From an optimization exercise on the open Yosys and OpenROAD flow, aimed at small area and a short achievable clock period; shortcuts taken in it are not production practice.
In this exercise RTL edits were held to simulation tests only and were not proved equivalent to the original.
No activity file was given, so power comes from the tool's default toggle rates.

[design/flow/run.sh]
#!/bin/bash
# synth_recipe.tcl (not shown) runs the flow's synth.tcl, then flattens the netlist and writes it again
# the make line also repeats each setting of config.mk as NAME=value (left out here)
make -C /OpenROAD-flow-scripts/flow DESIGN_CONFIG=/design/flow/config.mk WORK_HOME=/design/flow/orfs CLKGATE_MAP_FILE= SYNTH_SCRIPT=/design/flow/synth_recipe.tcl finish
[design/flow/config.mk]
export PLATFORM = sky130hd
export DESIGN_NAME = riscv_core
export DESIGN_NICKNAME = riscv_core
export VERILOG_FILES = /design/flow/design.v
export SDC_FILE = /design/flow/constraint.sdc
export NUM_CORES = 4
export LEC_CHECK = 0
export CAP_MARGIN = 20
export CORE_MARGIN = 2
export CORE_UTILIZATION = 40
export PLACE_DENSITY = 0.6
export SLEW_MARGIN = 20
[design/flow/constraint.sdc]
create_clock -name core_clock -period 15.0 [get_ports {clk}]
set_input_delay 3.0000 -clock core_clock [delete_from_list [all_inputs] [get_ports {clk}]]
set_output_delay 3.0000 -clock core_clock [all_outputs]
set_load 0.01 [all_outputs]
[design/flow/design.v]
`timescale 1ns / 1ps
module rvc_expand(
    input  [15:0] h,
    output reg [31:0] o
    );
    localparam [6:0] opb = 7'b1100011, ops = 7'b0100011, opl = 7'b0000011,
                     opz = 7'b0110011, opi = 7'b0010011, jlr = 7'b1100111,
                     jal = 7'b1101111;
    always @(*) begin
        o = 32'd1;
        case (h[1:0])
            2'b00: case (h[15:13])
                3'b000: o = {2'b00, h[12:5], 2'b00, 5'd2, 3'b000, 2'b01, h[4:2], opi};
                3'b010: o = {5'b00000, h[12:10], h[6:5], 2'b00, 2'b01, h[9:7], 3'b010, 2'b01, h[4:2], opl};
                3'b110: o = {h[12:10], h[6:5], 2'b00, 2'b01, h[4:2], 2'b01, h[9:7], 3'b010, 5'b00000, ops};
                default: ;
            endcase
            2'b01: case (h[15:13])
                3'b000: if (h[12:10] == 3'b000) o = 32'd0;
                        else o = {{7{h[12]}}, h[6:2], h[11:7], 3'b000, h[11:7], opi};
                3'b001: o = {h[12], h[12:2], {8{h[12]}}, 5'd1, jal};
                3'b010: o = {{7{h[12]}}, h[6:2], 5'd0, 3'b000, h[11:7], opi};
                3'b011: o = {2'b00, h[12], h[6:2], 4'b0000, 5'd2, 3'b000, 5'd2, opi};
                3'b100: case (h[11:10])
                    2'b00: o = {6'b000000, h[12], h[6:2], 2'b01, h[9:7], 3'b101, 2'b01, h[9:7], opi};
                    2'b01: o = {6'b010000, h[12], h[6:2], 2'b01, h[9:7], 3'b101, 2'b01, h[9:7], opi};
                    2'b11: case (h[6:5])
                        2'b00: o = {7'b0100000, 2'b01, h[4:2], 2'b01, h[9:7], 3'b000, 2'b01, h[9:7], opz};
                        2'b01: o = {7'b0000000, 2'b01, h[4:2], 2'b01, h[9:7], 3'b100, 2'b01, h[9:7], opz};
                        2'b10: o = {7'b0000000, 2'b01, h[4:2], 2'b01, h[9:7], 3'b110, 2'b01, h[9:7], opz};
                        default: o = {7'b0000000, 2'b01, h[4:2], 2'b01, h[9:7], 3'b111, 2'b01, h[9:7], opz};
                    endcase
                    default: ;
                endcase
                3'b101: o = {h[12], h[12:2], {8{h[12]}}, 5'd0, jal};
                3'b110: o = {1'b0, h[6:2], 1'b0, 2'b01, h[9:7], 5'd0, 3'b000, 2'b01, h[12:10], opb};
                default: o = {1'b0, h[6:2], 1'b0, 2'b01, h[9:7], 5'd0, 3'b001, 2'b01, h[12:10], opb};
            endcase
            2'b10: case (h[15:13])
                3'b000: o = {6'b000000, h[12], h[6:2], h[11:7], 3'b001, h[11:7], opi};
                3'b010: o = {4'b0000, h[12], h[6:2], 2'b00, 5'd2, 3'b010, h[11:7], opl};
                3'b100: begin
                    if (h[11:7] != 5'd0) begin
                        if (h[6:2] == 5'd0) o = {12'd0, h[11:7], 3'b000, 4'd0, h[12], jlr};
                        else if (h[12]) o = {7'b0000000, h[6:2], h[11:7], 3'b000, h[11:7], opz};
                        else o = {7'b0000000, h[6:2], 5'd0, 3'b000, 2'b01, h[9:7], opz};
                    end
                end
                3'b110: o = {4'b0000, h[12:7], 2'b00, 5'd2, 3'b010, h[6:2], ops};
                default: ;
            endcase
            default: ;
        endcase
    end
endmodule
`timescale 1ns / 1ps
module riscv_core(
    input clk,
    input reset,
    output [31:0] imem_addr,
    input [31:0] imem_rdata0,
    input [31:0] imem_rdata1,
    output [31:0] dmem_addr,
    output [31:0] dmem_wdata,
    output [3:0] dmem_op,
    input [31:0] dmem_rdata,
    output wb_en,
    output [4:0] wb_rd,
    output [31:0] wb_data
    );
    localparam [31:0] START = 32'h8000006c;
    reg  [31:0] pc;
    reg  [31:0] rawD;
    reg  [31:0] pcD;
    reg  [1:0]  incD;           
    reg         regwE, jumpE, brE, ldsE;
    reg  [1:0]  rsrcE;
    reg  [3:0]  memopE;
    reg  [2:0]  f3E;
    reg         altE, passbE, alusrcE;
    reg  [4:0]  rs1E, rs2E, rdE;
    reg  [31:0] rd1E, rd2E, immE;
    reg         holdR;
    reg  [31:0] pcPlusR, pcTarR;
    reg         regwM;
    reg  [1:0]  rsrcM;
    reg  [3:0]  memopM;
    reg  [4:0]  rdM;
    reg  [31:0] aluM, dataM;
    reg         regwW;
    reg  [4:0]  rdW;
    reg  [31:0] resW;
    reg         bod, bdel;
    reg  [6:0]  bpIdx;
    reg  [1:0]  bpVal;
    reg  [1:0]  bpt [0:127];
    wire [15:0] lo16 = pc[1] ? imem_rdata0[31:16] : imem_rdata0[15:0];
    wire [15:0] hi16 = pc[1] ? imem_rdata1[15:0]  : imem_rdata0[31:16];
    wire        cF   = (lo16[1:0] != 2'b11);
    wire [31:0] pcPlus2F = pc + 32'd2;
    wire [31:0] pcPlus4F = pc + 32'd4;
    wire [31:0] pcPlusF  = cF ? pcPlus2F : pcPlus4F;
    wire        cD = incD[0];
    wire [31:0] expD;
    rvc_expand u_exp (.h(rawD[15:0]), .o(expD));
    wire [31:0] iD = cD ? expD : rawD;
    wire [6:0]  op  = iD[6:0];
    wire [2:0]  f3  = iD[14:12];
    wire        f7  = iD[30];
    wire [4:0]  rs1D = iD[19:15];
    wire [4:0]  rs2D = iD[24:20];
    wire [4:0]  rdD  = iD[11:7];
    wire isLUI  = (op == 7'b0110111);
    wire isAUI  = (op == 7'b0010111);
    wire isJAL  = (op == 7'b1101111);
    wire isJALR = (op == 7'b1100111) && (f3 == 3'b000);
    wire isBR   = (op == 7'b1100011);
    wire isLD   = (op == 7'b0000011);
    wire isST   = (op == 7'b0100011);
    wire isOPI  = (op == 7'b0010011);
    wire isOP   = (op == 7'b0110011);
    wire brValid = isBR && (f3[2] || !f3[1]);
    wire regwD  = isLUI | isAUI | isJAL | isJALR | isBR | isLD | isOPI | isOP;
    wire jumpD  = isJAL | isJALR;
    wire [1:0] rsrcD = isAUI ? 2'd3 : jumpD ? 2'd2 : (isLD | isST) ? 2'd1 : 2'd0;
    reg  [3:0] memopD;
    always @(*) begin
        memopD = 4'd0;
        if (isLD) case (f3)
            3'b000: memopD = 4'd6;
            3'b001: memopD = 4'd5;
            3'b010: memopD = 4'd4;
            3'b100: memopD = 4'd7;
            3'b101: memopD = 4'd8;
            default: ;
        endcase
        if (isST) case (f3)
            3'b000: memopD = 4'd3;
            3'b001: memopD = 4'd2;
            3'b010: memopD = 4'd1;
            default: ;
        endcase
    end
    wire alusrcD = isLUI | isJALR | isLD | isST | isOPI;
    wire [2:0] f3aD  = (isOP | isOPI | brValid) ? f3 : 3'b000;
    wire       altD  = (isOP & f7 & (f3 == 3'b000)) | ((isOP | isOPI) & f7 & (f3 == 3'b101));
    wire       passbD = isLUI;
    reg [31:0] immD;
    always @(*) begin
        if (isLUI | isAUI)      immD = {iD[31:12], 12'd0};
        else if (isJAL)         immD = {{12{iD[31]}}, iD[19:12], iD[20], iD[30:21], 1'b0};
        else if (isBR)          immD = {{20{iD[31]}}, iD[7], iD[30:25], iD[11:8], 1'b0};
        else if (isST)          immD = {{18{iD[31]}}, iD[31:25], iD[11:7], 2'b00};
        else                    immD = {{20{iD[31]}}, iD[31:20]};
    end
    wire [31:0] pcTarD  = pcD + immD;
    wire [31:0] pcPlusD = pcD + {29'd0, incD, 1'b0};
    reg  [31:0] rf [1:31];
    wire        wrW = regwW && (rdW != 5'd0);
    reg  [31:0] rf1, rf2;
    integer k;
    always @(*) begin
        rf1 = 32'd0;
        rf2 = 32'd0;
        for (k = 1; k < 32; k = k + 1) begin
            if (rs1D == k) rf1 = rf1 | rf[k];
            if (rs2D == k) rf2 = rf2 | rf[k];
        end
    end
    wire [31:0] rd1D = (wrW && rdW == rs1D) ? resW : rf1;
    wire [31:0] rd2D = (wrW && rdW == rs2D) ? resW : rf2;
    wire [31:0] rfWd = reset ? 32'd0 : resW;
    genvar g;
    generate
        for (g = 1; g < 32; g = g + 1) begin : g_rf
            always @(posedge clk)
                if (reset || (wrW && rdW == g)) rf[g] <= rfWd;
        end
    endgenerate
    wire fa2 = regwM && (rdM == rs1E) && (rs1E != 5'd0);
    wire fa1 = regwW && (rdW == rs1E) && (rs1E != 5'd0);
    wire fb2 = regwM && (rdM == rs2E) && (rs2E != 5'd0);
    wire fb1 = regwW && (rdW == rs2E) && (rs2E != 5'd0);
    wire [31:0] srcA = fa2 ? aluM : fa1 ? resW : rd1E;
    wire [31:0] wdE  = fb2 ? aluM : fb1 ? resW : rd2E;
    wire [31:0] srcB = alusrcE ? immE : wdE;
    wire eqAB  = (srcA == wdE);
    wire ltAB  = ({~srcA[31], srcA[30:0]} < {~wdE[31], wdE[30:0]});
    wire ltuAB = (srcA < wdE);
    wire brCond = f3E[2] ? ((f3E[1] ? ltuAB : ltAB) ^ f3E[0]) : (eqAB ^ f3E[0]);
    wire zero = brE & brCond;
    wire [31:0] sum = altE ? (srcA - srcB) : (srcA + srcB);
    wire sltr  = ({~srcA[31], srcA[30:0]} < {~srcB[31], srcB[30:0]});
    wire sltur = (srcA < srcB);
    wire signed [31:0] srcAs = srcA;
    wire [31:0] sraR = srcAs >>> srcB[4:0];
    wire [31:0] srlR = srcA >> srcB[4:0];
    wire [31:0] shr = altE ? sraR : srlR;
    reg  [31:0] aluE;
    always @(*) begin
        if (passbE)   aluE = srcB;
        else if (brE) aluE = {31'd0, brCond};
        else case (f3E)
            3'b000: aluE = sum;
            3'b001: aluE = srcA << srcB[4:0];
            3'b010: aluE = {31'd0, sltr};
            3'b011: aluE = {31'd0, sltur};
            3'b100: aluE = srcA ^ srcB;
            3'b101: aluE = shr;
            3'b110: aluE = srcA | srcB;
            default: aluE = srcA & srcB;
        endcase
    end
    wire lwStall = ldsE && ((rs1D == rdE) || (rs2D == rdE));
    wire blb     = bod ^ zero;
    wire flushD  = jumpE | bod | zero;
    wire flushE  = lwStall | flushD;
    always @(posedge clk) begin
        if (reset)
            pc <= START;
        else if (!lwStall)
            pc <= (jumpE | zero) ? pcTarR : bod ? pcPlusR : pcPlusF;
    end
    always @(posedge clk) begin
        if (reset || flushD) begin
            rawD <= 32'd0;
            pcD  <= 32'd0;
            incD <= 2'b00;
        end else if (!lwStall) begin
            rawD <= {hi16, lo16};
            pcD  <= pc;
            incD <= cF ? 2'b01 : 2'b10;
        end
    end
    always @(posedge clk) begin
        if (reset || flushE) begin
            regwE  <= 1'b0;
            jumpE  <= 1'b0;
            brE    <= 1'b0;
            ldsE   <= 1'b0;
            memopE <= 4'd0;
        end else begin
            regwE  <= regwD;
            jumpE  <= jumpD;
            brE    <= brValid;
            ldsE   <= rsrcD[0];
            memopE <= memopD;
        end
        rsrcE   <= rsrcD;
        f3E     <= f3aD;
        altE    <= altD;
        passbE  <= passbD;
        alusrcE <= alusrcD;
        rs1E    <= rs1D;
        rs2E    <= rs2D;
        rdE     <= rdD;
        rd1E    <= rd1D;
        rd2E    <= rd2D;
        immE    <= immD;
    end
    always @(posedge clk) begin
        holdR <= !reset && blb;
        if (!blb && !holdR) begin
            pcPlusR <= pcPlusD;
            pcTarR  <= pcTarD;
        end
    end
    always @(posedge clk) begin
        if (reset) begin
            regwM  <= 1'b0;
            memopM <= 4'd0;
        end else begin
            regwM  <= regwE;
            memopM <= memopE;
        end
        rsrcM <= rsrcE;
        rdM   <= rdE;
        aluM  <= aluE;
        dataM <= rsrcE[1] ? (rsrcE[0] ? pcTarR : pcPlusR) : wdE;
    end
    wire [15:0] half = aluM[1] ? dmem_rdata[31:16] : dmem_rdata[15:0];
    wire [7:0]  byt  = aluM[0] ? half[15:8] : half[7:0];
    reg  [31:0] ldM;
    always @(*) begin
        case (memopM)
            4'd4: ldM = dmem_rdata;
            4'd5: ldM = {{16{half[15]}}, half};
            4'd6: ldM = {{24{byt[7]}}, byt};
            4'd7: ldM = {24'd0, byt};
            4'd8: ldM = {16'd0, half};
            default: ldM = aluM;
        endcase
    end
    wire [31:0] resM = rsrcM[1] ? dataM : rsrcM[0] ? ldM : aluM;
    always @(posedge clk) begin
        regwW <= !reset && regwM;
        rdW   <= rdM;
        resW  <= resM;
    end
    wire [1:0] bpRd = bpt[pcD[6:0]];
    wire [1:0] bpNew = zero ? ((bpVal == 2'b11) ? 2'b11 : bpVal + 2'd1)
                            : ((bpVal == 2'b00) ? 2'b00 : bpVal - 2'd1);
    wire bpUpd = bdel;
    always @(posedge clk) begin
        bod   <= !reset && isBR && bpRd[1];
        bdel  <= !reset && isBR;
        bpIdx <= pcD[6:0];
        bpVal <= (bpUpd && bpIdx == pcD[6:0]) ? bpNew : bpRd;
    end
    wire [1:0] bpWd = reset ? 2'b01 : bpNew;
    generate
        for (g = 0; g < 128; g = g + 1) begin : g_bp
            always @(posedge clk)
                if (reset || (bpUpd && bpIdx == g)) bpt[g] <= bpWd;
        end
    endgenerate
    assign imem_addr  = pc;
    assign dmem_addr  = aluM;
    assign dmem_wdata = dataM;
    assign dmem_op    = memopM;
    assign wb_en      = regwW;
    assign wb_rd      = rdW;
    assign wb_data    = resW;
endmodule
==> results of run 1 <==
==> registers in the layout (all words and copies together), names as in the netlist, 7 cells and up <==
name     count
bpIdx        7
bpt        256
pcD         32
rd2E        32
immE        32
resW        32
rawD        32
rd1E        32
aluM        32
rf         992
pcPlusR     32
pc          32
dataM       32
pcTarR      32
==> per-stage QoR <==
step / instances / setup WS (ns) / total power, W / cell area [um2] / utilization [%]
global placement: 10500 / 7.31 / 0.0129 / 91400 / 43.2
floorplan: 7706 / 6.75 / 0.00980 / 84800 / -
finish: 10900 / 6.93 / 0.0180 / 97700 / 46.2
CTS: 10800 / 7.17 / 0.0175 / 97600 / 46.2
global route: 10800 / 6.41 / 0.0183 / 97700 / 46.2
detailed placement: 10500 / 7.18 / 0.0129 / 91400 / 43.2
==> cells by family after synthesis <==
| group | after synthesis | synth area share [%] |
|---|---|---|
| fa+ha+maj | 183 | 2.74 |
| buf+inv | 746 | 3.62 |
| xor+xnor | 145 | 1.50 |
| mux | 214 | 2.64 |
| flops | 1663 | 54.7 |
| compound gates | 2741 | 23.3 |
| simple gates | 2014 | 11.5 |
==> cell type report <==
| type | instances | area (um2) |
|---|---|---|
| multi-input combinational | 5297 | 36200 |
| tap | 2821 | 3530 |
| inverter | 165 | 619 |
| fill | 19300 | 114000 |
| timing repair buffer | 555 | 4740 |
| clock buffer | 231 | 4960 |
| clock inverter | 100 | 1240 |
| sequential | 1663 | 46400 |
| antenna | 24 | 60.1 |
==> cell usage after synthesis (33+ instances only) <==
library cell	number	area (um2)
buf_1	58	218
o21bai_1	61	458
nand2_1	530	1990
a21o_1	165	1240
nand4_1	159	995
mux2i_1	159	1590
o211ai_1	49	368
nor2b_1	82	513
nor4_1	39	244
inv_1	151	567
dfxtp_1	351	7030
nor3_1	194	971
xnor2_1	112	981
o22ai_1	44	275
a211oi_1	111	833
o31ai_1	46	345
o21ai_0	326	1630
a221oi_1	229	2010
o21a_1	35	263
nand3_1	249	1250
a22o_1	229	2010
a222oi_1	56	561
and3_1	55	344
a22oi_1	559	4200
nor2_1	495	1860
ha_1	179	2240
clkbuf_1	351	1320
buf_2	155	776
mux2_2	52	586
a31oi_1	90	563
a21oi_1	437	2190
and2_1	36	225
edfxtp_1	1312	39400
nand2b_1	37	231
xor2_1	33	289
==> power breakdown <==
| part | internal (W) | leakage [nW] | switching (W) | total (W) |
|---|---|---|---|---|
| clock | 0.00266 | 2.99 | 0.00203 | 0.00469 |
| combinational | 0.00189 | 15.5 | 0.00428 | 0.00616 |
| sequential | 0.00613 | 16.3 | 0.00101 | 0.00714 |
| total | 0.0107 | 34.8 | 0.00731 | 0.0180 |
==> worst max-delay path, cell delays in order (launching register included) <==
cell	delay [ns]
dfxtp_1	0.92
nand2_1	0.32
a21o_1	0.30
a21oi_1	0.22
o32ai_1	0.12
a22oi_1	0.59
nand3_1	0.78
nand2_1	0.23
o21ai_0	0.10
a211oi_1	0.67
ha_1	0.34
o21ai_0	0.14
a2111o_1	0.43
a21oi_1	0.22
o21ai_0	0.11
a21boi_0	0.41
o311ai_0	0.31
o211ai_1	0.36
nand4_1	0.24
a311oi_1	0.53
nor4_1	0.12
a311o_1	0.35
==> per-layer routing <==
layer  track usage [%]  vias up
met5             0.824        -
met4              28.9       30
met3              16.4     2201
met2              55.3     8172
met1              49.7    38600
li1                  -    30800
==> worst paths after layout <==
kind	startpoint	to	slack [ns]	cells past startpoint
setup / recovery	rawD[11]$_SDFFE_PP0N_	pcTarR[29]$_DFFE_PP_	6.93	21
hold / removal	rdE[3]$_DFF_P_	rdM[3]$_DFF_P_	0.40	0
setup reg to reg	rawD[11]$_SDFFE_PP0N_	pcTarR[29]$_DFFE_PP_	6.93	21
hold reg to reg	rdE[3]$_DFF_P_	rdM[3]$_DFF_P_	0.40	0
==> flow_summary.toml, run 1 <==
[final_layout]
drive_above_1_share_pct = 11.2
final_common_cell = "edfxtp_1"
fin_nets = 8140
final_cell_mix = "1312 x edfxtp_1, 559 x a22oi_1, 529 x nand2_1"
area_growth_pct = 15.3

[worst_setup_path]
cp-start-kind = "flip-flop"
crit_fanout = 23
crit_required_ns = 15.60
crit_type = "flip-flop to flip-flop"
end_kind = "flip-flop"
arrival_ns = 8.66

[logic_synthesis]
ys_ff_latch = 1663
ys_types = 110
avgSynthCellArea_um2 = 11.0
synth-seq-area-share_pct = 54.7
synthArstFlopShare_pct = 0
synth_cells = 7706
syn_nets = 7987
synth_flop_cell = "edfxtp_1"
synthesis.area_um2 = 84800
synth_edf_count = 1312
yosys_warnings = 4

[drt]
drt-pass1-iter-count = 12
routed.top_layer = "met5"
viasPerCell = 7.35
wl_met2_um = 179000
num_vias = 79800
dr_wl_met3_um = 71300
drt-total-wl_um = 448000
wirelength_met1_um = 156000
ant_nets = 0
dr.first_iter.drc_count = 17300
wl_per_cell_um = 41.3
remaining_drc_errors = 0

[global_routing]
grt_util_all_layers_pct = 39.9
grt_pass1_vias = 73400
grt_max_degree = 162
grt.overflow.total = 0
grt_antenna_before_repair = 43
grt_pass1_wl_um = 604000

[timing]
finalMaxSlewViolations = 0
period_minus_slack_ns = 8.07
finalSetupViolCount = 0
worst_clock_skew_ns = 0.0980
finalHoldViolations = 0
tightestPinTransition_ns = 1.26
slew_headroom_pct = 15.4
timing.final.crit_share_pct = 53.8
rsz0062_at_grt = "false"
tns_ns = 0
hold_ws_ns = 0.399
max_freq_mhz = 124

[floorplanning]
io_pins = 236
die_width_um = 464
start_util_pct = 40.1
fp.dieArea_um2 = 216000
fp.coreArea_um2 = 211000
die_height_um = 464
num_rows = 169

[run]
cap_violations = 0

[clock_network]
cts_resized = 0
cts_made_buffers = 177
cts_tree = "done"
clock_path_buffers = 3
ctsHoldBuffers = 0
cts_root_buffer = "clkbuf_16"
cts.sinks = 1663
clkTransAtPathRegs_ns = 0.06
cts_setup_buffers = 0
h-tree-depth = 4
clock_latency_ns = 0.90

[placed_design]
place_congestion = 1.06
numPortBuffers = 219
dp_hpwl_um = 281000

[pwr]
p_leak_nw = 34.8
peakVddDrop_uv = 142
p_per_area_nw_per_um2 = 184

[status]
status = "timing/DRC/antenna clean"

[worst_hold_path]
worstHoldPathType = "flip-flop to flip-flop"
==> inputs of run 2 (changes only) <==
--- a/design/flow/design.v
+++ b/design/flow/design.v
@@ -72,2 +72,4 @@
     reg  [31:0] pc;
+    reg         resetR;         
+    always @(posedge clk) resetR <= reset;
     reg  [31:0] rawD;
@@ -80,2 +82,4 @@
     reg         altE, passbE, alusrcE;
+    reg         fa2E, fa1E, fb2E, fb1E;
+    reg  [5:0]  brSelE;
     reg  [4:0]  rs1E, rs2E, rdE;
@@ -99,9 +103,12 @@
     wire        cF   = (lo16[1:0] != 2'b11);
-    wire [31:0] pcPlus2F = pc + 32'd2;
-    wire [31:0] pcPlus4F = pc + 32'd4;
-    wire [31:0] pcPlusF  = cF ? pcPlus2F : pcPlus4F;
-    wire        cD = incD[0];
-    wire [31:0] expD;
-    rvc_expand u_exp (.h(rawD[15:0]), .o(expD));
-    wire [31:0] iD = cD ? expD : rawD;
+    wire [29:0] pcIncF   = pc[31:2] + 30'd1;
+    wire [31:0] pcPlusF  = {(cF & ~pc[1]) ? pc[31:2] : pcIncF, cF ^ pc[1], pc[0]};
+    wire [31:0] expLo, expHi;
+    rvc_expand u_expLo (.h(imem_rdata0[15:0]),  .o(expLo));
+    rvc_expand u_expHi (.h(imem_rdata0[31:16]), .o(expHi));
+    wire        cLo = (imem_rdata0[1:0] != 2'b11);
+    wire        cHi = (imem_rdata0[17:16] != 2'b11);
+    wire [31:0] instF = pc[1] ? (cHi ? expHi : {imem_rdata1[15:0], imem_rdata0[31:16]})
+                              : (cLo ? expLo : imem_rdata0);
+    wire [31:0] iD = rawD;
     wire [6:0]  op  = iD[6:0];
@@ -122,2 +129,4 @@
     wire brValid = isBR && (f3[2] || !f3[1]);
+    wire [5:0] brSelD = {6{isBR}} & {f3 == 3'b111, f3 == 3'b110, f3 == 3'b101,
+                                     f3 == 3'b100, f3 == 3'b001, f3 == 3'b000};
     wire regwD  = isLUI | isAUI | isJAL | isJALR | isBR | isLD | isOPI | isOP;
@@ -145,3 +154,4 @@
     wire [2:0] f3aD  = (isOP | isOPI | brValid) ? f3 : 3'b000;
-    wire       altD  = (isOP & f7 & (f3 == 3'b000)) | ((isOP | isOPI) & f7 & (f3 == 3'b101));
+    wire       altD  = (isOP & f7 & (f3 == 3'b000)) | ((isOP | isOPI) & f7 & (f3 == 3'b101))
+                     | ((isOP | isOPI) & (f3 == 3'b010 || f3 == 3'b011));
     wire       passbD = isLUI;
@@ -156,3 +166,5 @@
     wire [31:0] pcTarD  = pcD + immD;
-    wire [31:0] pcPlusD = pcD + {29'd0, incD, 1'b0};
+    wire [29:0] pcIncD  = pcD[31:2] + 30'd1;
+    wire [31:0] pcPlusD = {(incD[1] | (incD[0] & pcD[1])) ? pcIncD : pcD[31:2],
+                           incD[0] ^ pcD[1], pcD[0]};
     reg  [31:0] rf [1:31];
@@ -171,3 +183,3 @@
     wire [31:0] rd2D = (wrW && rdW == rs2D) ? resW : rf2;
-    wire [31:0] rfWd = reset ? 32'd0 : resW;
+    wire [31:0] rfWd = resetR ? 32'd0 : resW;
     genvar g;
@@ -176,24 +188,66 @@
             always @(posedge clk)
-                if (reset || (wrW && rdW == g)) rf[g] <= rfWd;
+                if (resetR || (wrW && rdW == g)) rf[g] <= rfWd;
         end
     endgenerate
-    wire fa2 = regwM && (rdM == rs1E) && (rs1E != 5'd0);
-    wire fa1 = regwW && (rdW == rs1E) && (rs1E != 5'd0);
-    wire fb2 = regwM && (rdM == rs2E) && (rs2E != 5'd0);
-    wire fb1 = regwW && (rdW == rs2E) && (rs2E != 5'd0);
-    wire [31:0] srcA = fa2 ? aluM : fa1 ? resW : rd1E;
-    wire [31:0] wdE  = fb2 ? aluM : fb1 ? resW : rd2E;
+    wire [31:0] srcA = fa2E ? aluM : fa1E ? resW : rd1E;
+    wire [31:0] wdE  = fb2E ? aluM : fb1E ? resW : rd2E;
     wire [31:0] srcB = alusrcE ? immE : wdE;
-    wire eqAB  = (srcA == wdE);
-    wire ltAB  = ({~srcA[31], srcA[30:0]} < {~wdE[31], wdE[30:0]});
-    wire ltuAB = (srcA < wdE);
-    wire brCond = f3E[2] ? ((f3E[1] ? ltuAB : ltAB) ^ f3E[0]) : (eqAB ^ f3E[0]);
-    wire zero = brE & brCond;
-    wire [31:0] sum = altE ? (srcA - srcB) : (srcA + srcB);
-    wire sltr  = ({~srcA[31], srcA[30:0]} < {~srcB[31], srcB[30:0]});
-    wire sltur = (srcA < srcB);
-    wire signed [31:0] srcAs = srcA;
-    wire [31:0] sraR = srcAs >>> srcB[4:0];
-    wire [31:0] srlR = srcA >> srcB[4:0];
-    wire [31:0] shr = altE ? sraR : srlR;
+    wire [31:0] cLt0 = {1'b0, ~srcA[30:0] & wdE[30:0]};
+    wire [31:0] cEq0 = {1'b1, ~(srcA[30:0] ^ wdE[30:0])};
+    wire [15:0] cLt1, cEq1;
+    wire [7:0]  cLt2, cEq2;
+    wire [3:0]  cLt3, cEq3;
+    wire [1:0]  cLt4, cEq4;
+    genvar c;
+    generate
+        for (c = 0; c < 16; c = c + 1) begin : g_c1
+            assign cLt1[c] = cLt0[2*c+1] | (cEq0[2*c+1] & cLt0[2*c]);
+            assign cEq1[c] = cEq0[2*c+1] & cEq0[2*c];
+        end
+        for (c = 0; c < 8; c = c + 1) begin : g_c2
+            assign cLt2[c] = cLt1[2*c+1] | (cEq1[2*c+1] & cLt1[2*c]);
+            assign cEq2[c] = cEq1[2*c+1] & cEq1[2*c];
+        end
+        for (c = 0; c < 4; c = c + 1) begin : g_c3
+            assign cLt3[c] = cLt2[2*c+1] | (cEq2[2*c+1] & cLt2[2*c]);
+            assign cEq3[c] = cEq2[2*c+1] & cEq2[2*c];
+        end
+        for (c = 0; c < 2; c = c + 1) begin : g_c4
+            assign cLt4[c] = cLt3[2*c+1] | (cEq3[2*c+1] & cLt3[2*c]);
+            assign cEq4[c] = cEq3[2*c+1] & cEq3[2*c];
+        end
+    endgenerate
+    wire lowLt = cLt4[1] | (cEq4[1] & cLt4[0]);
+    wire lowEq = cEq4[1] & cEq4[0];
+    wire msbEq = ~(srcA[31] ^ wdE[31]);
+    wire eqAB  = msbEq & lowEq;
+    wire ltAB  = (srcA[31] & ~wdE[31]) | (msbEq & lowLt);
+    wire ltuAB = (~srcA[31] & wdE[31]) | (msbEq & lowLt);
+    wire zero = (brSelE[0] & eqAB) | (brSelE[1] & ~eqAB) | (brSelE[2] & ltAB)
+              | (brSelE[3] & ~ltAB) | (brSelE[4] & ltuAB) | (brSelE[5] & ~ltuAB);
+    wire [32:0] sum33 = {1'b0, srcA} + {1'b0, srcB ^ {32{altE}}} + {32'd0, altE};
+    wire [31:0] sum   = sum33[31:0];
+    wire sltur = ~sum33[32];
+    wire sltr  = (srcA[31] ^ srcB[31]) ? srcA[31] : sum33[31];
+    wire        isSll = (f3E == 3'b001);
+    wire [31:0] srcArev;
+    genvar r;
+    generate
+        for (r = 0; r < 32; r = r + 1) begin : g_rev
+            assign srcArev[r] = srcA[31-r];
+        end
+    endgenerate
+    wire [31:0] shX  = isSll ? srcArev : srcA;
+    wire        fill = altE & srcA[31];
+    wire [31:0] sh0  = srcB[0] ? {fill, shX[31:1]} : shX;
+    wire [31:0] sh1  = srcB[1] ? {{2{fill}}, sh0[31:2]} : sh0;
+    wire [31:0] sh2  = srcB[2] ? {{4{fill}}, sh1[31:4]} : sh1;
+    wire [31:0] sh3  = srcB[3] ? {{8{fill}}, sh2[31:8]} : sh2;
+    wire [31:0] shr  = srcB[4] ? {{16{fill}}, sh3[31:16]} : sh3;
+    wire [31:0] shl;
+    generate
+        for (r = 0; r < 32; r = r + 1) begin : g_rev2
+            assign shl[r] = shr[31-r];
+        end
+    endgenerate
     reg  [31:0] aluE;
@@ -201,6 +255,6 @@
         if (passbE)   aluE = srcB;
-        else if (brE) aluE = {31'd0, brCond};
+        else if (brE) aluE = {31'd0, zero};
         else case (f3E)
             3'b000: aluE = sum;
-            3'b001: aluE = srcA << srcB[4:0];
+            3'b001: aluE = shl;
             3'b010: aluE = {31'd0, sltr};
@@ -221,3 +275,3 @@
         else if (!lwStall)
-            pc <= (jumpE | zero) ? pcTarR : bod ? pcPlusR : pcPlusF;
+            pc <= flushD ? ((jumpE | zero) ? pcTarR : pcPlusR) : pcPlusF;
     end
@@ -229,3 +283,3 @@
         end else if (!lwStall) begin
-            rawD <= {hi16, lo16};
+            rawD <= instF;
             pcD  <= pc;
@@ -238,3 +292,3 @@
             jumpE  <= 1'b0;
-            brE    <= 1'b0;
+            brSelE <= 6'd0;
             ldsE   <= 1'b0;
@@ -244,3 +298,3 @@
             jumpE  <= jumpD;
-            brE    <= brValid;
+            brSelE <= brSelD;
             ldsE   <= rsrcD[0];
@@ -249,2 +303,7 @@
         rsrcE   <= rsrcD;
+        brE     <= brValid;
+        fa2E    <= regwE && (rdE == rs1D) && (rs1D != 5'd0);
+        fa1E    <= regwM && (rdM == rs1D) && (rs1D != 5'd0);
+        fb2E    <= regwE && (rdE == rs2D) && (rs2D != 5'd0);
+        fb1E    <= regwM && (rdM == rs2D) && (rs2D != 5'd0);
         f3E     <= f3aD;
@@ -280,16 +339,29 @@
     end
+    wire        ldSel = (rsrcM == 2'b01);
+    wire        selWd = ldSel & (memopM == 4'd4);
+    wire        selHf = ldSel & (memopM == 4'd5 || memopM == 4'd8);
+    wire        selBy = ldSel & (memopM == 4'd6 || memopM == 4'd7);
+    wire        sxHf  = ldSel & (memopM == 4'd5);
+    wire        sxBy  = ldSel & (memopM == 4'd6);
+    wire        selAl = (rsrcM == 2'b00) | (ldSel & ~(memopM == 4'd4 || memopM == 4'd5 ||
+                        memopM == 4'd6 || memopM == 4'd7 || memopM == 4'd8));
+    wire        selDt = rsrcM[1];
     wire [15:0] half = aluM[1] ? dmem_rdata[31:16] : dmem_rdata[15:0];
-    wire [7:0]  byt  = aluM[0] ? half[15:8] : half[7:0];
-    reg  [31:0] ldM;
+    reg  [7:0]  byt;
     always @(*) begin
-        case (memopM)
-            4'd4: ldM = dmem_rdata;
-            4'd5: ldM = {{16{half[15]}}, half};
-            4'd6: ldM = {{24{byt[7]}}, byt};
-            4'd7: ldM = {24'd0, byt};
-            4'd8: ldM = {16'd0, half};
-            default: ldM = aluM;
+        case (aluM[1:0])
+            2'd0: byt = dmem_rdata[7:0];
+            2'd1: byt = dmem_rdata[15:8];
+            2'd2: byt = dmem_rdata[23:16];
+            default: byt = dmem_rdata[31:24];
         endcase
     end
-    wire [31:0] resM = rsrcM[1] ? dataM : rsrcM[0] ? ldM : aluM;
+    wire        sgn  = (sxHf & half[15]) | (sxBy & byt[7]);
+    wire [31:0] early = ({32{selAl}} & aluM) | ({32{selDt}} & dataM);
+    wire [31:0] resM;
+    assign resM[7:0]   = early[7:0] | ({8{selWd}} & dmem_rdata[7:0]) | ({8{selHf}} & half[7:0])
+                       | ({8{selBy}} & byt);
+    assign resM[15:8]  = early[15:8] | ({8{selWd}} & dmem_rdata[15:8]) | ({8{selHf}} & half[15:8])
+                       | {8{sxBy & byt[7]}};
+    assign resM[31:16] = early[31:16] | ({16{selWd}} & dmem_rdata[31:16]) | {16{sgn}};
     always @(posedge clk) begin
@@ -299,6 +371,12 @@
     end
-    wire [1:0] bpRd = bpt[pcD[6:0]];
-    wire [1:0] bpNew = zero ? ((bpVal == 2'b11) ? 2'b11 : bpVal + 2'd1)
-                            : ((bpVal == 2'b00) ? 2'b00 : bpVal - 2'd1);
-    wire bpUpd = bdel;
+    reg        pend, pZ;
+    reg  [6:0] pIdx;
+    reg  [1:0] pVal;
+    wire [1:0] pNew = pZ ? ((pVal == 2'b11) ? 2'b11 : pVal + 2'd1)
+                         : ((pVal == 2'b00) ? 2'b00 : pVal - 2'd1);
+    wire [1:0] bpRdT = bpt[pcD[6:0]];
+    wire [1:0] bpRd  = (pend && pIdx == pcD[6:0]) ? pNew : bpRdT;
+    wire [1:0] bpInc = (bpVal == 2'b11) ? 2'b11 : bpVal + 2'd1;
+    wire [1:0] bpDec = (bpVal == 2'b00) ? 2'b00 : bpVal - 2'd1;
+    wire [1:0] bpNew = zero ? bpInc : bpDec;
     always @(posedge clk) begin
@@ -307,5 +385,9 @@
         bpIdx <= pcD[6:0];
-        bpVal <= (bpUpd && bpIdx == pcD[6:0]) ? bpNew : bpRd;
+        bpVal <= (bdel && bpIdx == pcD[6:0]) ? bpNew : bpRd;
+        pend  <= !reset && bdel;
+        pIdx  <= bpIdx;
+        pVal  <= bpVal;
+        pZ    <= zero;
     end
-    wire [1:0] bpWd = reset ? 2'b01 : bpNew;
+    wire [1:0] bpWd = resetR ? 2'b01 : pNew;
     generate
@@ -313,3 +395,3 @@
             always @(posedge clk)
-                if (reset || (bpUpd && bpIdx == g)) bpt[g] <= bpWd;
+                if (resetR || (pend && pIdx == g)) bpt[g] <= bpWd;
         end
==> design/flow/flow/run.sh (new file) <==
#!/bin/bash
set -uo pipefail
bash standard.sh SETUP_SLACK_MARGIN=10.4 "BUFFER_PORTS_ARGS=-buffer_cell sky130_fd_sc_hd__buf_2" finish > standard_flow.log 2>&1
==> design/flow/standard.sh (new file) <==
#!/bin/bash
# synth_recipe.tcl (not shown) runs the flow's synth.tcl, then flattens the netlist and writes it again
# the make line also repeats each setting of config.mk as NAME=value (left out here)
make -C /OpenROAD-flow-scripts/flow DESIGN_CONFIG=/design/flow/config.mk WORK_HOME=/design/flow/orfs CLKGATE_MAP_FILE= SYNTH_SCRIPT=/design/flow/synth_recipe.tcl "${@:-finish}"
--- a/design/flow/config.mk
+++ b/design/flow/config.mk
@@ -10,2 +10,5 @@
 export CORE_UTILIZATION = 40
+export CTS_BUF_LIST = sky130_fd_sc_hd__clkbuf_4 sky130_fd_sc_hd__clkbuf_8
+export CTS_CLUSTER_DIAMETER = 80
+export CTS_CLUSTER_SIZE = 16
 export PLACE_DENSITY = 0.6
removed: design/flow/run.sh
==> flow_summary.toml, run 2 <==
[status]
status = "timing/DRC/antenna clean"

[clock_network]
cts_root_buffer = "clkbuf_8"
clkTransAtPathRegs_ns = 0.10
clock_path_buffers = 3
cts_made_buffers = 131
cts.sinks = 1675
cts_tree = "done"
ctsHoldBuffers = 0
clock_latency_ns = 1.01
h-tree-depth = 4

[global_routing]
grt_pass1_wl_um = 543000
grt_antenna_before_repair = 28
grt.overflow.total = 0
grt_util_all_layers_pct = 36.9
grt_max_degree = 167
grt_pass1_vias = 68300

[timing]
max_freq_mhz = 215
hold_ws_ns = 0.368
finalSetupViolCount = 0
setup_slack_ns = 10.34
timing.final.crit_share_pct = 31.0
tns_ns = 0
slew_headroom_pct = 8.54
tightestPinTransition_ns = 1.36
rsz0062_at_grt = "true"
finalMaxSlewViolations = 0
worst_clock_skew_ns = 0.0998
period_minus_slack_ns = 4.66
finalHoldViolations = 0

[drt]
dr.first_iter.drc_count = 13700
ant_nets = 0
num_vias = 72500
drt-pass1-iter-count = 11
drt-total-wl_um = 402000
viasPerCell = 7.12
remaining_drc_errors = 0
wl_per_cell_um = 39.5

[placed_design]
dp_hpwl_um = 240000
place_congestion = 1.03
dp_slack_ns = 8.87
numPortBuffers = 219

[worst_setup_path]
end_kind = "primary output"
arrival_ns = 1.66
crit_type = "flip-flop to primary output"
rr_endpoint = "rd2E[1]$_DFF_P_"
crit_fanout = 2
cp_cell_sequence = "buf_6"
cp_slowest_cell = "dfxtp_4"
cpLargestDelayFamily = "flip-flops"
reg2reg_slack_ns = 10.42
slowest_delay_ns = 0.54
crit_required_ns = 12.00
r2r_start = "rawD[20]$_SDFFE_PP0N_"
cp-start-kind = "flip-flop"
reg2regPathDepth = 8
crit_buf_inv = 1

[logic_synthesis]
synth_mux_area_share_pct = 3.80
ys_ff_latch = 1675
synthTopCellsByCount = "1312 x edfxtp_1, 487 x nand2_1, 484 x clkbuf_1, 484 x nor2_1, 476 x a22oi_1"
ys_types = 90
synth-seq-area-share_pct = 56.6
synthXorXnorAreaFrac_pct = 1.90
synth_flop_cell = "edfxtp_1"
synth-simple-area-share_pct = 9.92
synth_fa_ha_area_share_pct = 2.61
avgSynthCellArea_um2 = 11.4
synth.most_common_cell = "edfxtp_1"
synthesis.area_um2 = 82500
synth_cells = 7220
yosys_warnings = 4
netlist_top_cells_area = "edfxtp_1 48%, dfxtp_1 8.8%, a22oi_1 4.3%, a221oi_1 3.2%, a22o_1 3.1%"
syn_nets = 7486
yosysTopAreaCellShare_pct = 47.8
synth_edf_count = 1312
synth_top_family_by_area = "compound AO/OA/AOI/OAI gates"
synthArstFlopShare_pct = 0
synth_compound_area_share_pct = 21.9
synth_area_leader_cell = "edfxtp_1"

[final_layout]
fin_nets = 7660
final_cell_mix = "1312 x edfxtp_1, 481 x nand2_1, 476 x a22oi_1"
drive_above_1_share_pct = 17.6
top_regs = "rf (992), bpt (256)"
area_growth_pct = 12.7
fin_util_pct = 45.4
top_register = "rf"
largest_reg_flops = 992
final_common_cell = "edfxtp_1"

[pwr]
p_seq_share_pct = 43.2
p_int_w = 0.00966
p_per_area_nw_per_um2 = 183
peakVddDrop_uv = 158
swShare_pct = 43.1
clkPwrFrac_pct = 15.3
p_leak_nw = 34.1
combPwrFrac_pct = 41.5
power.net_switching_w = 0.00732

[floorplanning]
start_util_pct = 40.3
io_pins = 236
fp.dieArea_um2 = 210000
fp.coreArea_um2 = 205000
num_rows = 166
die_width_um = 458
die_height_um = 458

[worst_hold_path]
worstHoldPathType = "flip-flop to flip-flop"
hold-path-endpoint = "pIdx[4]$_DFF_P_"
min-delay-start = "bpIdx[4]$_DFF_P_"
min_path_cells = 0

[run]
cap_violations = 0
-- run 2: cell count changes after synthesis, sizes merged, moves of 77 or more --
cell | before | now
clkbuf | 351 | 484
a22oi | 559 | 476
buf | 230 | 89
a221oi | 230 | 307
nand3 | 250 | 161
-- run 2: area by class of cell --
class / instances / area (um2)
well taps: 2688 / 3360
diodes: 48 / 120
clock inverters: 26 / 312
repair buffers: 612 / 4650
multi-input cells: 4845 / 34800
inverters: 129 / 499
clock buffers: 166 / 2080
fillers: 18900 / 112000
flip-flops and latches: 1675 / 47100
-- run 2: worst max path at each step --
| stage | to | slack [ns] | cells past startpoint | startpoint |
|---|---|---|---|---|
| final | wb_data[19] | 10.34 | 1 | resW[19]$_DFF_P_ |
| after CTS | rawD[9]$_SDFFE_PP0N_ | 10.30 | 14 | fa1E$_DFF_P_ |
| after global routing | wb_data[19] | 10.27 | 1 | resW[19]$_DFF_P_ |
| after floorplan | rawD[24]$_SDFFE_PP0N_ | 10.11 | 11 | imem_rdata0[25] |
| after global placement | rawD[16]$_SDFFE_PP0N_ | 8.87 | 12 | imem_rdata0[1] |
| after detailed placement | rawD[16]$_SDFFE_PP0N_ | 8.87 | 12 | imem_rdata0[1] |
-- run 2: cells by family after synthesis --
logic type,count (synthesis)
adders and majority gates,172
and+or+nand+nor,1734
AOI/OAI and AO/OA,2465
muxes,294
buffers and inverters,702
xor gates and xnor gates,178
DFF,1675
-- run 2: worst reg2reg max path, cell delays in order (launching register included) --
cell	delay, ns
dfxtp_1	0.82
nand2b_1	0.80
nor2_4	0.38
buf_4	0.45
a22o_1	0.33
a221oi_1	0.24
nand4_1	0.16
nor3_1	1.05
a21oi_1	0.18
-- run 2: metrics by stage --
stage | cells | instance area (um2) | total power, W
floorplan | 7220 | 82800 | 0.0104
global placement | 9819 | 87700 | 0.0133
detailed placement | 9820 | 87700 | 0.0133
CTS | 10100 | 92000 | 0.0164
global route | 10200 | 92900 | 0.0174
finish | 10200 | 92900 | 0.0170
-- run 2: per-layer routing --
layer / part of all wire, % / vias to the layer above / GRT usage, %
met3: 14 / 1760 / 12.3
met4: 10 / 14 / 29.3
met2: 41 / 6555 / 53.2
li1: - / 28900 / -
met5: 0.023 / - / 0.0459
met1: 35 / 35300 / 45.1
-- run 2: power by group through the flow --
| stage | sequential [W] | combinational [W] | clock (W) |
|---|---|---|---|
| 3_5_place_dp | 0.00741 | 0.00591 | 0 |
| 3_3_place_gp | 0.00739 | 0.00588 | 0 |
| 4_1_cts | 0.00728 | 0.00654 | 0.00259 |
| 6_report | 0.00734 | 0.00704 | 0.00260 |
| 2_1_floorplan | 0.00692 | 0.00344 | 0 |
| 5_1_grt | 0.00739 | 0.00724 | 0.00275 |
-- run 2: what timing repair did --
item,in CTS,in global routing
endpoints found under the setup margin,329,194
pin swaps,13,16
gates cloned,7,2
gates resized for setup,375,124
setup buffers,99,18
==> inputs of run 3 (changes only) <==
--- a/design/flow/design.v
+++ b/design/flow/design.v
@@ -105,9 +105,5 @@
     wire [31:0] pcPlusF  = {(cF & ~pc[1]) ? pc[31:2] : pcIncF, cF ^ pc[1], pc[0]};
-    wire [31:0] expLo, expHi;
-    rvc_expand u_expLo (.h(imem_rdata0[15:0]),  .o(expLo));
-    rvc_expand u_expHi (.h(imem_rdata0[31:16]), .o(expHi));
-    wire        cLo = (imem_rdata0[1:0] != 2'b11);
-    wire        cHi = (imem_rdata0[17:16] != 2'b11);
-    wire [31:0] instF = pc[1] ? (cHi ? expHi : {imem_rdata1[15:0], imem_rdata0[31:16]})
-                              : (cLo ? expLo : imem_rdata0);
+    wire [31:0] expF;
+    rvc_expand u_exp (.h(lo16), .o(expF));
+    wire [31:0] instF = cF ? expF : {hi16, lo16};
     wire [31:0] iD = rawD;
==> flow_summary.toml, run 3 <==
[placed_design]
place_congestion = 1.02
dp_hpwl_um = 235000
numPortBuffers = 219

[worst_setup_path]
cp-start-kind = "flip-flop"
reg2regPathDepth = 17
slowest_delay_ns = 0.35
cp_slowest_cell = "dfxtp_2"
crit_type = "flip-flop to primary output"
crit_required_ns = 12.00
end_kind = "primary output"
crit_fanout = 2
arrival_ns = 1.63
cp_cell_sequence = "buf_12 > buf_6"

[floorplanning]
die_height_um = 454
die_width_um = 454
fp.dieArea_um2 = 206000
num_rows = 165
start_util_pct = 40.1
io_pins = 236
fp.coreArea_um2 = 201000

[worst_hold_path]
worstHoldPathType = "flip-flop to flip-flop"
min_path_cells = 0

[logic_synthesis]
synthArstFlopShare_pct = 0
synth_cells = 7025
synth_fa_ha_area_share_pct = 2.67
synth-seq-area-share_pct = 57.7
synthXorXnorAreaFrac_pct = 1.90
synth_area_leader_cell = "edfxtp_1"
synth_mux_area_share_pct = 4.50
yosysTopAreaCellShare_pct = 48.7
synthesis.area_um2 = 80900
synth-simple-area-share_pct = 10.3
syn_nets = 7291
synth.most_common_cell = "edfxtp_1"
avgSynthCellArea_um2 = 11.5
ys_types = 89
synth_compound_area_share_pct = 19.9
synth_edf_count = 1312
ys_ff_latch = 1675
netlist_top_cells_area = "edfxtp_1 49%, dfxtp_1 9.0%, a22oi_1 4.4%, a221oi_1 3.2%, a22o_1 3.0%"
yosys_warnings = 4
synthTopCellsByCount = "1312 x edfxtp_1, 623 x nand2_1, 472 x a22oi_1, 457 x nor2_1, 426 x clkbuf_1"
synth_flop_cell = "edfxtp_1"
synth_top_family_by_area = "compound AO/OA/AOI/OAI gates"

[global_routing]
grt_pass1_vias = 66600
grt_max_degree = 82
grt.overflow.total = 0
grt_util_all_layers_pct = 36.9
grt_antenna_before_repair = 28
grt_pass1_wl_um = 531000

[drt]
remaining_drc_errors = 0
drt-total-wl_um = 395000
wl_per_cell_um = 39.3
num_vias = 71300
dr.first_iter.drc_count = 15800
drt-pass1-iter-count = 10
ant_nets = 0
viasPerCell = 7.09

[pwr]
peakVddDrop_uv = 198
p_per_area_nw_per_um2 = 182
total_power_w = 0.0167
p_leak_nw = 33.3

[timing]
slew_headroom_pct = 16.6
max_freq_mhz = 216
hold_ws_ns = 0.368
finalSetupViolCount = 0
worst_clock_skew_ns = 0.0856
finalHoldViolations = 0
period_minus_slack_ns = 4.63
tightestPinTransition_ns = 1.24
tns_ns = 0
finalMaxSlewViolations = 0
rsz0062_at_grt = "true"
timing.final.crit_share_pct = 30.9

[clock_network]
cts.sinks = 1675
cts_root_buffer = "clkbuf_8"
clock_path_buffers = 3
cts_tree = "done"
h-tree-depth = 3
clock_latency_ns = 1.02
cts_made_buffers = 120
ctsHoldBuffers = 0
clkTransAtPathRegs_ns = 0.10

[final_layout]
fin_util_pct = 45.4
final_common_cell = "edfxtp_1"
drive_above_1_share_pct = 17.7
top_register = "rf"
fin_nets = 7551
top_regs = "rf (992), bpt (256)"
final_cell_mix = "1312 x edfxtp_1, 609 x nand2_1, 472 x a22oi_1"
largest_reg_flops = 992
num-fill-cells = 18600
area_growth_pct = 13.2

[run]
cap_violations = 0

[status]
status = "timing/DRC/antenna clean"
run 3: changes by cell type after synthesis, sizes merged, moves of 19 or more:
cell and delta:
nand2 +136, a21o -119, mux2i +26, o21a +29, clkbuf -58, a31oi -19, nor2 -25, o21bai -23
run 3: final timing paths:
| check | startpoint | slack (ns) | to |
|---|---|---|---|
| setup / recovery | resW[18]$_DFF_P_ | 10.37 | wb_data[18] |
| hold / removal | bpIdx[0]$_DFF_P_ | 0.37 | pIdx[0]$_DFF_P_ |
| setup reg to reg | fa1E$_DFF_P_ | 10.43 | brSelE[4]$_SDFF_PP0_ |
| hold reg to reg | bpIdx[0]$_DFF_P_ | 0.37 | pIdx[0]$_DFF_P_ |
run 3: power breakdown:
| group | switching (W) | internal (W) | leakage, nW |
|---|---|---|---|
| clock | 0.00160 | 0.000965 | 1.25 |
| combinational | 0.00477 | 0.00222 | 15.6 |
| sequential | 0.000808 | 0.00632 | 16.4 |
run 3: through the flow:
| stage | instance area (um2) | instances | setup WS (ns) |
|---|---|---|---|
| global route | 91500 | 10000 | 10.32 |
| global placement | 86400 | 9702 | 8.57 |
| CTS | 90700 | 9993 | 10.32 |
| detailed placement | 86500 | 9702 | 8.57 |
| floorplan | 81000 | 7025 | 10.39 |
| finish | 91500 | 10100 | 10.37 |
run 3: logic make-up (layout without fill, tap and decap cells):
family | after synthesis | in the layout
buffers and inverters | 642 | 974
AND/OR/NAND/NOR | 1807 | 1809
adder cells (fa/ha/maj) | 172 | 172
flip-flops | 1675 | 1675
other | 0 | 23
AO/OA/AOI/OAI | 2216 | 2216
XOR/XNOR | 175 | 175
multiplexers | 338 | 338
run 3: what timing repair did:
action,4_1_cts,5_1_grt
pin swaps,13,14
gates cloned,7,6
gates resized for setup,334,90
setup buffers,88,29
setup endpoints to repair,321,183
run 3: metal layers:
metal	up-vias	track usage [%]	wire [um]	part of all wire [%]
li1	28100	-	-	-
met1	34500	46.5	138000	35
met2	6923	52.4	161000	41
met3	1795	12.6	59100	15
met4	16	26.7	36800	9.3
met5	-	0.280	95	0.024
run 3: layout make-up:
cell class	instances	area (um2)	share of cell area, %
well taps	2672	3340	3.65
multi-input cells	4710	33300	36.4
clock inverters	17	240	0.262
repair buffers	635	4930	5.39
inverters	143	557	0.608
flip-flops and latches	1675	47000	51.4
clock buffers	179	2120	2.32
diodes	23	57.6	0.0629
run 3: worst max-delay path: cells and delay by family (launching register included):
kind | cells | cell delay (ns)
buf+inv | 2 | 0.27
flops | 1 | 0.35
==> inputs of run 4 (changes only) <==
--- a/design/flow/config.mk
+++ b/design/flow/config.mk
@@ -7,3 +7,3 @@
 export LEC_CHECK = 0
-export CAP_MARGIN = 20
+export CAP_MARGIN = 30
 export CORE_MARGIN = 2
@@ -11,4 +11,4 @@
 export CTS_BUF_LIST = sky130_fd_sc_hd__clkbuf_4 sky130_fd_sc_hd__clkbuf_8
-export CTS_CLUSTER_DIAMETER = 80
-export CTS_CLUSTER_SIZE = 16
+export CTS_CLUSTER_DIAMETER = 70
+export CTS_CLUSTER_SIZE = 14
 export PLACE_DENSITY = 0.6
==> flow_summary.toml, run 4 <==
[status]
status = "timing/DRC/antenna clean"

[floorplanning]
fp.dieArea_um2 = 206000
die_width_um = 454
fp.coreArea_um2 = 201000
io_pins = 236
num_rows = 165
die_height_um = 454
start_util_pct = 40.1

[logic_synthesis]
synth_cells = 7025
netlist_top_cells_area = "edfxtp_1 49%, dfxtp_1 9.0%, a22oi_1 4.4%, a221oi_1 3.2%, a22o_1 3.0%"
synthesis.area_um2 = 80900
synthTopCellsByCount = "1312 x edfxtp_1, 623 x nand2_1, 472 x a22oi_1, 457 x nor2_1, 426 x clkbuf_1"
syn_nets = 7291
yosysTopAreaCellShare_pct = 48.7
synth_flop_cell = "edfxtp_1"
synth_area_leader_cell = "edfxtp_1"
synthArstFlopShare_pct = 0
synth_edf_count = 1312
synth.most_common_cell = "edfxtp_1"
ys_ff_latch = 1675
ys_types = 89
synth-seq-area-share_pct = 57.7
avgSynthCellArea_um2 = 11.5
yosys_warnings = 4

[pwr]
clkPwrFrac_pct = 16.0
p_per_area_nw_per_um2 = 185
p_int_w = 0.00973
power.net_switching_w = 0.00731
p_leak_nw = 33.6
combPwrFrac_pct = 42.2
peakVddDrop_uv = 126
swShare_pct = 42.9
p_seq_share_pct = 41.8

[clock_network]
clock_path_buffers = 3
clock_latency_ns = 1.00
cts_made_buffers = 146
h-tree-depth = 4
cts_root_buffer = "clkbuf_8"
clkTransAtPathRegs_ns = 0.09
cts.sinks = 1675
cts_tree = "done"

[worst_setup_path]
crit_fanout = 26
crit_type = "flip-flop to flip-flop"
end_kind = "flip-flop"
crit_required_ns = 15.88
cp-start-kind = "flip-flop"
reg2reg_slack_ns = 10.36
rr_endpoint = "brSelE[4]$_SDFF_PP0_"
reg2regPathDepth = 16
r2r_start = "fa1E$_DFF_P_"
arrival_ns = 5.52

[timing]
tightestPinTransition_ns = 1.13
finalSetupViolCount = 0
period_minus_slack_ns = 4.64
timing.final.crit_share_pct = 31.0
tns_ns = 0
slew_headroom_pct = 24.8
finalMaxSlewViolations = 0
max_freq_mhz = 215
rsz0062_at_grt = "true"
finalHoldViolations = 0
worst_clock_skew_ns = 0.0551
setup_slack_ns = 10.36

[final_layout]
area_growth_pct = 14.0
largest_reg_flops = 992
finalInstanceArea_um2 = 92200
final_cell_mix = "1312 x edfxtp_1, 608 x nand2_1, 472 x a22oi_1"
top_regs = "rf (992), bpt (256)"
fin_nets = 7609
fin_util_pct = 45.7
drive_above_1_share_pct = 18.3
top_register = "rf"
final_common_cell = "edfxtp_1"

[placed_design]
dp_slack_ns = 8.58
place_area_um2 = 86600
numPortBuffers = 219
dp_hpwl_um = 235000
place_congestion = 1.02

[drt]
viasPerCell = 7.10
wl_per_cell_um = 39.2
remaining_drc_errors = 0
num_vias = 71700
ant_nets = 0
dr.first_iter.drc_count = 14600
drt-total-wl_um = 396000
drt-pass1-iter-count = 15

[worst_hold_path]
min-delay-start = "bpIdx[2]$_DFF_P_"
hold-path-endpoint = "pIdx[2]$_DFF_P_"
min_path_cells = 0
worstHoldPathType = "flip-flop to flip-flop"

[global_routing]
grt_pass1_vias = 66900
grt_antenna_before_repair = 29
grt_pass1_wl_um = 533000
grt_util_all_layers_pct = 37.0
grt.overflow.total = 0
grt_max_degree = 82

[run]
cap_violations = 0
run 4: cell counts after synthesis:
No cell type changed its count.
run 4: worst max path at each step:
| stage | from | to | slack (ns) | cells past startpoint |
|---|---|---|---|---|
| after floorplan | imem_rdata0[0] | pc[21]$_SDFFE_PP0P_ | 10.39 | 11 |
| after global placement | fb1E$_DFF_P_ | brSelE[0]$_SDFF_PP0_ | 8.57 | 16 |
| after detailed placement | fb1E$_DFF_P_ | brSelE[0]$_SDFF_PP0_ | 8.58 | 16 |
| after CTS | fa2E$_DFF_P_ | brSelE[4]$_SDFF_PP0_ | 10.29 | 15 |
| after global routing | fa1E$_DFF_P_ | brSelE[4]$_SDFF_PP0_ | 10.30 | 16 |
| final | fa1E$_DFF_P_ | brSelE[4]$_SDFF_PP0_ | 10.36 | 16 |
run 4: cell families (layout without fill, tap and decap cells):
family	count (synthesis)	after routing	synth area share [%]
AO/OA/AOI/OAI	2216	2216	19.9
AND/OR/NAND/NOR	1807	1809	10.3
flip-flops	1675	1675	57.7
buffers and inverters	642	1030	3.08
multiplexers	338	338	4.50
XOR/XNOR	175	175	1.90
adder cells (fa/ha/maj)	172	172	2.67
other	0	17	0
run 4: final cells by class:
class / instances / area, um2
tap: 2672 / 3340
sequential: 1675 / 47000
clock buffer: 192 / 2400
fill: 18500 / 109000
timing repair buffer: 667 / 5270
inverter: 143 / 554
multi-input combinational: 4710 / 33300
antenna: 17 / 42.5
clock inverter: 28 / 279
run 4: worst max-delay path: stages (launching register included):
cell and delay [ns]:
dfxtp_4 0.40, buf_12 0.16, buf_4 0.13, mux2i_1 0.12
o21a_1 0.48, ha_1 0.36, a21oi_1 0.24, o221ai_1 0.20
a221oi_2 0.38, o22ai_2 0.20, a221oi_4 0.39, o2111ai_4 0.19
buf_12 0.19, or3_4 0.38, buf_8 0.19, or3_1 0.39
nor3_2 0.13
run 4: what timing repair did:
action | in CTS | in global routing
setup buffers | 86 | 43
resized for setup | 334 | 101
pin swaps | 14 | 18
setup endpoints to repair | 322 | 184
hold buffers | 0 | 0
hold endpoints to repair | 0 | 0
cloned | 6 | 8
run 4: power by group through the flow:
stage               logic [W]  registers, W  clock network (W)
CTS                   0.00651       0.00707            0.00272
floorplan             0.00337       0.00683                  0
global route          0.00736       0.00717            0.00288
detailed placement    0.00589       0.00724                  0
finish                0.00719       0.00712            0.00273
global placement      0.00585       0.00722                  0
run 4: through the flow:
step / power (W) / std cells / hold WS [ns]
floorplan: 0.0102 / 7025 / 0.329
global placement: 0.0131 / 9702 / 0.352
detailed placement: 0.0131 / 9715 / 0.355
CTS: 0.0163 / 10000 / 0.368
global route: 0.0174 / 10100 / 0.376
finish: 0.0170 / 10100 / 0.359
run 4: per-layer routing:
metal | up-vias | GRT usage [%] | wire (um)
met2 | 6918 | 52.4 | 162000
li1 | 28200 | - | -
met4 | 16 | 27.1 | 36100
met3 | 1750 | 13.2 | 59600
met1 | 34800 | 46.3 | 138000
met5 | - | 0 | 205
==> inputs of run 5 (changes only) <==
==> design/flow/flow/run.sh (replaced) <==
#!/bin/bash
set -uo pipefail
bash standard.sh SETUP_SLACK_MARGIN=10.3 "BUFFER_PORTS_ARGS=-buffer_cell sky130_fd_sc_hd__buf_2" finish > standard_flow.log 2>&1
==> flow_summary.toml, run 5 <==
[pwr]
combPwrFrac_pct = 40.6
p_int_w = 0.00965
p_seq_share_pct = 42.7
peakVddDrop_uv = 116
p_per_area_nw_per_um2 = 185
clkPwrFrac_pct = 16.7
p_leak_nw = 33.2
power.net_switching_w = 0.00725
swShare_pct = 42.9

[worst_setup_path]
cp-start-kind = "flip-flop"
reg2reg_slack_ns = 10.22
r2r_start = "fa1E$_DFF_P_"
crit_type = "flip-flop to flip-flop"
rr_endpoint = "aluM[0]$_DFF_P_"
crit_required_ns = 15.82
arrival_ns = 5.61
crit_fanout = 16
end_kind = "flip-flop"
reg2regPathDepth = 15

[logic_synthesis]
synthTopCellsByCount = "1312 x edfxtp_1, 623 x nand2_1, 472 x a22oi_1, 457 x nor2_1, 426 x clkbuf_1"
synthArstFlopShare_pct = 0
synthesis.area_um2 = 80900
synth.most_common_cell = "edfxtp_1"
netlist_top_cells_area = "edfxtp_1 49%, dfxtp_1 9.0%, a22oi_1 4.4%, a221oi_1 3.2%, a22o_1 3.0%"
synth_cells = 7025
synth_area_leader_cell = "edfxtp_1"
ys_ff_latch = 1675
yosysTopAreaCellShare_pct = 48.7
avgSynthCellArea_um2 = 11.5
yosys_warnings = 4
synth_flop_cell = "edfxtp_1"
ys_types = 89
synth-seq-area-share_pct = 57.7
synth_edf_count = 1312
syn_nets = 7291

[timing]
finalSetupViolCount = 0
finalMaxSlewViolations = 0
hold_ws_ns = 0.364
worst_clock_skew_ns = 0.0892
tns_ns = 0
timing.final.crit_share_pct = 31.9
period_minus_slack_ns = 4.78
slew_headroom_pct = 21.7
rsz0062_at_grt = "true"
finalHoldViolations = 0
tightestPinTransition_ns = 1.18
max_freq_mhz = 209

[final_layout]
drive_above_1_share_pct = 16.8
seq_area_um2 = 46900
final_cell_mix = "1312 x edfxtp_1, 610 x nand2_1, 472 x a22oi_1"
multi_input_area_um2 = 33100
largest_reg_flops = 992
top_regs = "rf (992), bpt (256)"
area_growth_pct = 12.8
final_common_cell = "edfxtp_1"
fin_nets = 7531
num-fill-cells = 18700
top_register = "rf"

[floorplanning]
num_rows = 165
die_height_um = 454
io_pins = 236
fp.coreArea_um2 = 201000
die_width_um = 454
start_util_pct = 40.1
fp.dieArea_um2 = 206000

[clock_network]
cts.sinks = 1675
h-tree-depth = 4
clock_latency_ns = 1.00
cts_made_buffers = 147
clock_path_buffers = 3
ctsHoldBuffers = 0
cts_root_buffer = "clkbuf_8"
cts_tree = "done"
clkTransAtPathRegs_ns = 0.10

[drt]
drt-pass1-iter-count = 22
dr.first_iter.drc_count = 15400
wl_per_cell_um = 39.1
num_vias = 71000
drt-total-wl_um = 392000
viasPerCell = 7.08
remaining_drc_errors = 0
ant_nets = 0

[global_routing]
grt_antenna_before_repair = 27
grt.overflow.total = 0
grt_pass1_vias = 65500
grt_max_degree = 96
grt_util_all_layers_pct = 36.7
grt_pass1_wl_um = 527000

[placed_design]
place_congestion = 1.01
dp_hpwl_um = 236000
numPortBuffers = 219

[run]
cap_violations = 0

[worst_hold_path]
hold-path-endpoint = "pIdx[6]$_DFF_P_"
min-delay-start = "bpIdx[6]$_DFF_P_"
min_path_cells = 0
worstHoldPathType = "flip-flop to flip-flop"

[status]
status = "timing/DRC/antenna clean"
[run 5: cell count changes in the layout (fill, tap and decap cells not counted), sizes merged]
cell,delta
buf,-79
bufbuf,+3
bufinv,+3
clkbuf,-2
clkinv,+2
clkinvlp,-4
diode,+5
inv,+3
mux2i,+1
nor2,+1
or3,-2
[run 5: repair_timing]
| item | in CTS | in global routing |
|---|---|---|
| endpoints found under the setup margin | 294 | 131 |
| pin swaps | 13 | 16 |
| buffers inserted | 24 | 34 |
| cloned | 8 | 6 |
| gates resized for setup | 237 | 45 |
[run 5: area by class of cell]
cell class / instances / share of cell area [%]
Clock inverter: 32 / 0.440
Timing Repair Buffer: 588 / 4.91
Inverter: 143 / 0.609
Sequential cell: 1675 / 51.4
Antenna cell: 22 / 0.0604
Multi-Input combinational cell: 4710 / 36.3
Clock buffer: 193 / 2.64
Tap cell: 2672 / 3.67
[run 5: worst max path at each step]
stage | startpoint | endpoint | slack [ns] | depth (start not counted)
after floorplan | fa1E$_DFF_P_ | pcPlusR[0]$_DFFE_PP_ | 10.30 | 13
after global placement | fa1E$_DFF_P_ | pcPlusR[5]$_DFFE_PP_ | 8.56 | 13
after detailed placement | fa1E$_DFF_P_ | pcTarR[8]$_DFFE_PP_ | 8.53 | 13
after CTS | fa1E$_DFF_P_ | pcPlusR[9]$_DFFE_PP_ | 10.25 | 14
after global routing | fa1E$_DFF_P_ | aluM[0]$_DFF_P_ | 10.16 | 15
final | fa1E$_DFF_P_ | aluM[0]$_DFF_P_ | 10.22 | 15
[run 5: critical path: stages (launching register included)]
cell and delay (ns):
dfxtp_4 0.42, bufbuf_16 0.33, mux2_2 0.36, mux2i_1 0.57, inv_1 0.22, ha_1 0.38
a21oi_1 0.22, nor4b_1 0.39, a211oi_2 0.13, buf_4 0.20, a21oi_4 0.25, o31a_1 0.24
a21oi_1 0.11, a2111oi_2 0.37, buf_4 0.20, a2bb2oi_2 0.28
[run 5: logic make-up (layout without fill, tap and decap cells)]
group | Yosys count | after routing | synth area share [%]
AOI/OAI and AO/OA | 2216 | 2216 | 19.9
and+or+nand+nor | 1807 | 1808 | 10.3
DFF | 1675 | 1675 | 57.7
buffers and inverters | 642 | 956 | 3.08
muxes | 338 | 339 | 4.50
xor gates and xnor gates | 175 | 175 | 1.90
adders and majority gates | 172 | 172 | 2.67
other | 0 | 22 | 0
[run 5: metrics by stage]
step | worst slack, ns | total power [W] | cell area (um2) | cells | util, %
after floorplan | 10.30 | 0.0102 | 80900 | 7025 | -
after CTS | 10.25 | 0.0163 | 90400 | 9966 | 44.9
after global placement | 8.56 | 0.0131 | 86300 | 9690 | 42.8
after global routing | 10.16 | 0.0173 | 91200 | 10000 | 45.2
final | 10.22 | 0.0169 | 91200 | 10000 | 45.3
after detailed placement | 8.53 | 0.0131 | 86500 | 9709 | 42.9
[run 5: power by group through the flow]
stage | combinational (W) | sequential [W] | clock [W]
2_1_floorplan | 0.00336 | 0.00683 | 0
3_3_place_gp | 0.00589 | 0.00721 | 0
3_5_place_dp | 0.00592 | 0.00723 | 0
4_1_cts | 0.00631 | 0.00715 | 0.00281
5_1_grt | 0.00706 | 0.00726 | 0.00297
6_report | 0.00687 | 0.00721 | 0.00282
[run 5: routing by layer]
| layer | vias to the layer above | GRT usage [%] | share of wire (%) |
|---|---|---|---|
| li1 | 28100 | - | - |
| met1 | 34500 | 47.2 | 36 |
| met2 | 6782 | 51.5 | 41 |
| met3 | 1604 | 13.5 | 15 |
| met4 | 18 | 23.9 | 8.3 |
| met5 | - | 0.490 | 0.065 |

-- static timing again, ports no longer ideal --
In the flow no input, the clock included, has a driving cell. The finished layouts below were timed again as built, in two steps. Step 1 assumes that a clkbuf_16 drives the clock port and a buf_2 every other input. Step 2 adds t to the input delays and takes it off the output delays; t is the mean of the earliest and latest rising clock arrival at the registers after step 1. Input paths then give back, and output paths get back, about the clock's delay inside the block. Three values: ideal, step 1, step 2; two values: the first two.
run	t (ns)	setup WS [ns]	worst slew at a driven data input, ns
run 1	0.942	6.934 / 6.934 / 6.934	0.04
run 2	1.028	10.344 / 10.251 / 9.437	0.43
run 3	1.065	10.372 / 10.284 / 9.381	0.14
run 4	1.060	10.356 / 10.273 / 9.407	0.13
run 5	1.042	10.215 / 10.215 / 9.303	0.15
After both steps setup and hold are still met in every run listed. For run 3, which loses most, drivers alone change the setup slack by -0.088 ns; drivers and shift together by -0.991 ns.
